Context: an optimization exercise on an open-source flow, tuned for small area. The choices shown serve that exercise and are no tape-out recipe.
At most, simulation tests tie the RTL to the original design; equivalence was not proved.
Power figures rest on the tool's default switching activity, not on a simulated workload.

==> flow/design.v (excerpt) <==
module dcpu16_cpu ( 
   g_wre, g_stb, g_dto, g_adr, f_wre, f_stb, f_dto, f_adr,
   rst, g_dti, g_ack, f_dti, f_ack, clk
   );
Size in the first run: roughly 2900 cells after synthesis, about 320 flip-flops, ~100 I/O pins.
export LEC_CHECK = 0
export ABC_AREA = 1
export CAP_MARGIN = 0
export CORE_MARGIN = 2
export CORE_UTILIZATION = 60
export CTS_BUF_LIST = sky130_fd_sc_hd__clkbuf_16
export CTS_CLUSTER_DIAMETER = 100
export CTS_CLUSTER_SIZE = 20
export SLEW_MARGIN = 0
create_clock -name core_clock -period 10.0 [get_ports {clk}]
standard.sh (not shown) runs the stock make flow with config.mk's settings and CLKGATE_MAP_FILE= SYNTH_SCRIPT=/design/flow/synth_recipe.tcl, a recipe that flattens the netlist after the stock synthesis.
==> flow/flow/run.sh <==
#!/bin/bash
# Standard ORFS layout, with the port buffers made from the smallest buffer
# cell instead of the platform default. Each tool's output is logged by ORFS
# under orfs/logs; this script's own output goes to run_flow.log.
set -e
export BUFFER_PORTS_ARGS="-buffer_cell sky130_fd_sc_hd__buf_1"
bash standard.sh > run_flow.log 2>&1
Change:
--- a/flow/design.v
+++ b/flow/design.v
@@ -52,29 +52,29 @@
 module dcpu16_ctl ( 
    ireg, pha, opc, rra, rwa, rwe, bra,
    CC, wpc, f_dti, clk, ena, rst
    );
    output [15:0] ireg;
    output [1:0]  pha;
    output [3:0]  opc;
-   output [2:0]  rra,
-		 rwa;
+   output [7:0]  rra;  
+   output [2:0]  rwa;
    output 	 rwe;
    output 	 bra;
    input 	 CC;
    input 	 wpc;
    input [15:0]  f_dti;
    input 	 clk,
 		 ena,
 		 rst;
    reg 			bra;
    reg [15:0] 		ireg;
    reg [3:0] 		opc;
    reg [1:0] 		pha;
-   reg [2:0] 		rra;
+   reg [7:0] 		rra;
    reg [2:0] 		rwa;
    reg 			rwe;
    wire [5:0] 		decA, decB;
    wire [3:0] 		decO;
    assign {decB, decA, decO} = ireg;
    wire 		Fbra = (ireg[4:0] == 5'h10);
    always @(posedge clk)
@@ -102,15 +102,15 @@
    always @(posedge clk)
      if (rst)
        rwe <= 1'h0;
      else if (ena)
        rwe <= (pha == 2'o0) & _rwe & CC & (opc[3:2] != 2'o3);
    always @(posedge clk)
      if (ena) begin
-	rra <= pha[0] ? decA[2:0] : decB[2:0];
+	rra <= 8'd1 << (pha[0] ? decA[2:0] : decB[2:0]);
 	if (pha == 2'o2) begin
 	   rwa <= decA[2:0];
 	   _rwe <= (decA[5:3] == 3'o0) & (decO != 4'h0);
 	end
      end
 endmodule  
 module dcpu16_mbus ( 
@@ -208,23 +208,21 @@
 	  default: ;
 	endcase
 	if (pha == 2'o1)
 	  wsp <= Frsp & CC;
      end
    wire [15:0] 		nxB = (g_stb) ? g_dti : (_rd) ? rrd : regB;
    wire [15:0] 		nwr;
-   dcpu16_add ea0 (.s(nwr), .a(rrd), .b(g_dti), .ci(1'b0));
+   dcpu16_add ea0 (.s(nwr), .a(rrd & {(16){Eind | Enwr}}),
+		   .b(g_dti & {(16){Enwr | Enwi}}), .ci(1'b0));
    reg [15:0] 		ec;
    always @* begin
-      ec = (Eind) ? rrd :
-	   (Enwr) ? nwr :
-	   (Epsh | Epek) ? regSP :
+      ec = (Epsh | Epek) ? regSP :
 	   (Epop) ? spAdj :
-	   (Enwi) ? g_dti :
-	   16'h0;
+	   nwr;
    end
    reg [15:0] 		eaN, eaF;
    wire 		aStk = (decA[5:1] == 5'b01100) & ~Fjsr;  
    always @(posedge clk)
      if (ena) begin
 	case (pha)
 	  2'o3: eaN <= regSP;
@@ -359,21 +357,24 @@
 endmodule  
 module dcpu16_regs ( 
    rrd,
    rwd, rra, rwa, rwe, ena, clk
    );
    output [15:0] rrd;  
    input [15:0]  rwd;  
-   input [2:0] 	 rra,  
-		 rwa;  
+   input [7:0] 	 rra;  
+   input [2:0] 	 rwa;  
    input 	 rwe;  
    input 	 ena,
 		 clk;
    reg [15:0] 	 file [0:7];
-   assign rrd = file[rra];
+   assign rrd = ({(16){rra[0]}} & file[0]) | ({(16){rra[1]}} & file[1]) |
+		({(16){rra[2]}} & file[2]) | ({(16){rra[3]}} & file[3]) |
+		({(16){rra[4]}} & file[4]) | ({(16){rra[5]}} & file[5]) |
+		({(16){rra[6]}} & file[6]) | ({(16){rra[7]}} & file[7]);
    always @(posedge clk)
      if (ena & rwe)
        file[rwa] <= rwd;
 endmodule  
 module dcpu16_cpu ( 
    g_wre, g_stb, g_dto, g_adr, f_wre, f_stb, f_dto, f_adr,
    rst, g_dti, g_ack, f_dti, f_ack, clk
@@ -392,15 +393,16 @@
    input 	 g_ack;
    input [15:0]  g_dti;
    input 	 rst;
    wire 	 CC, bra, ena, rwe, wpc;
    wire [15:0] 	 ireg, rrd, rwd;
    wire [3:0] 	 opc;
    wire [1:0] 	 pha;
-   wire [2:0] 	 rra, rwa;
+   wire [7:0] 	 rra;
+   wire [2:0] 	 rwa;
    assign g_dto = f_dto;
    dcpu16_ctl
      c0 (.ireg(ireg), .pha(pha), .opc(opc), .rra(rra), .rwa(rwa), .rwe(rwe),
 	 .bra(bra), .CC(CC), .wpc(wpc), .f_dti(f_dti), .clk(clk), .ena(ena),
 	 .rst(rst));
    dcpu16_mbus
      m0 (.g_adr(g_adr), .g_stb(g_stb), .g_wre(g_wre), .f_adr(f_adr),
Outcome: The changed run finished with timing, DRC and antenna clean; sequential share of layout area increases by 1.5 points; core utilization fell by 0.37 points; wire length is lower by 4.8%; cell count went down by 2.5%; die area decreases by 2.5%; power went down by 8.0%; area after synthesis decreases by 2.6%; non-clock buffer count drops by 20; worst hold slack got worse by 0.0096 ns; maximum frequency increases by 1.6%; setup slack is better by 0.15 ns.
Only the layout flow was run in the first run of this note; the RTL was not checked for function there.

port drivers added, routing unchanged:
How much do the figures lean on ideal ports? The routed layouts below were timed once more, with nothing changed but the port constraints. Step 1 assumes that a clkbuf_16 drives the clock port and a buf_2 every other input. Step 2 times the ports against the registers' clock, not the clock port: input delays grow and output delays shrink by t, the midpoint of the rising clock arrivals with the driver on. Three values: ideal, step 1, step 2; two values: the first two.
| run | t, ns | setup slack, ns | clock arrival spread, ns |
|---|---|---|---|
| the first run | 0.614 | 0.621 / 0.621 / 0.319 | 0.025 / 0.026 |
| the second run | 0.608 | 0.771 / 0.771 / 0.636 | 0.031 / 0.030 |
After both steps every run listed still meets setup and hold. For the first run, which loses most, drivers alone change the setup slack by 0.000 ns; drivers and shift together by -0.302 ns.
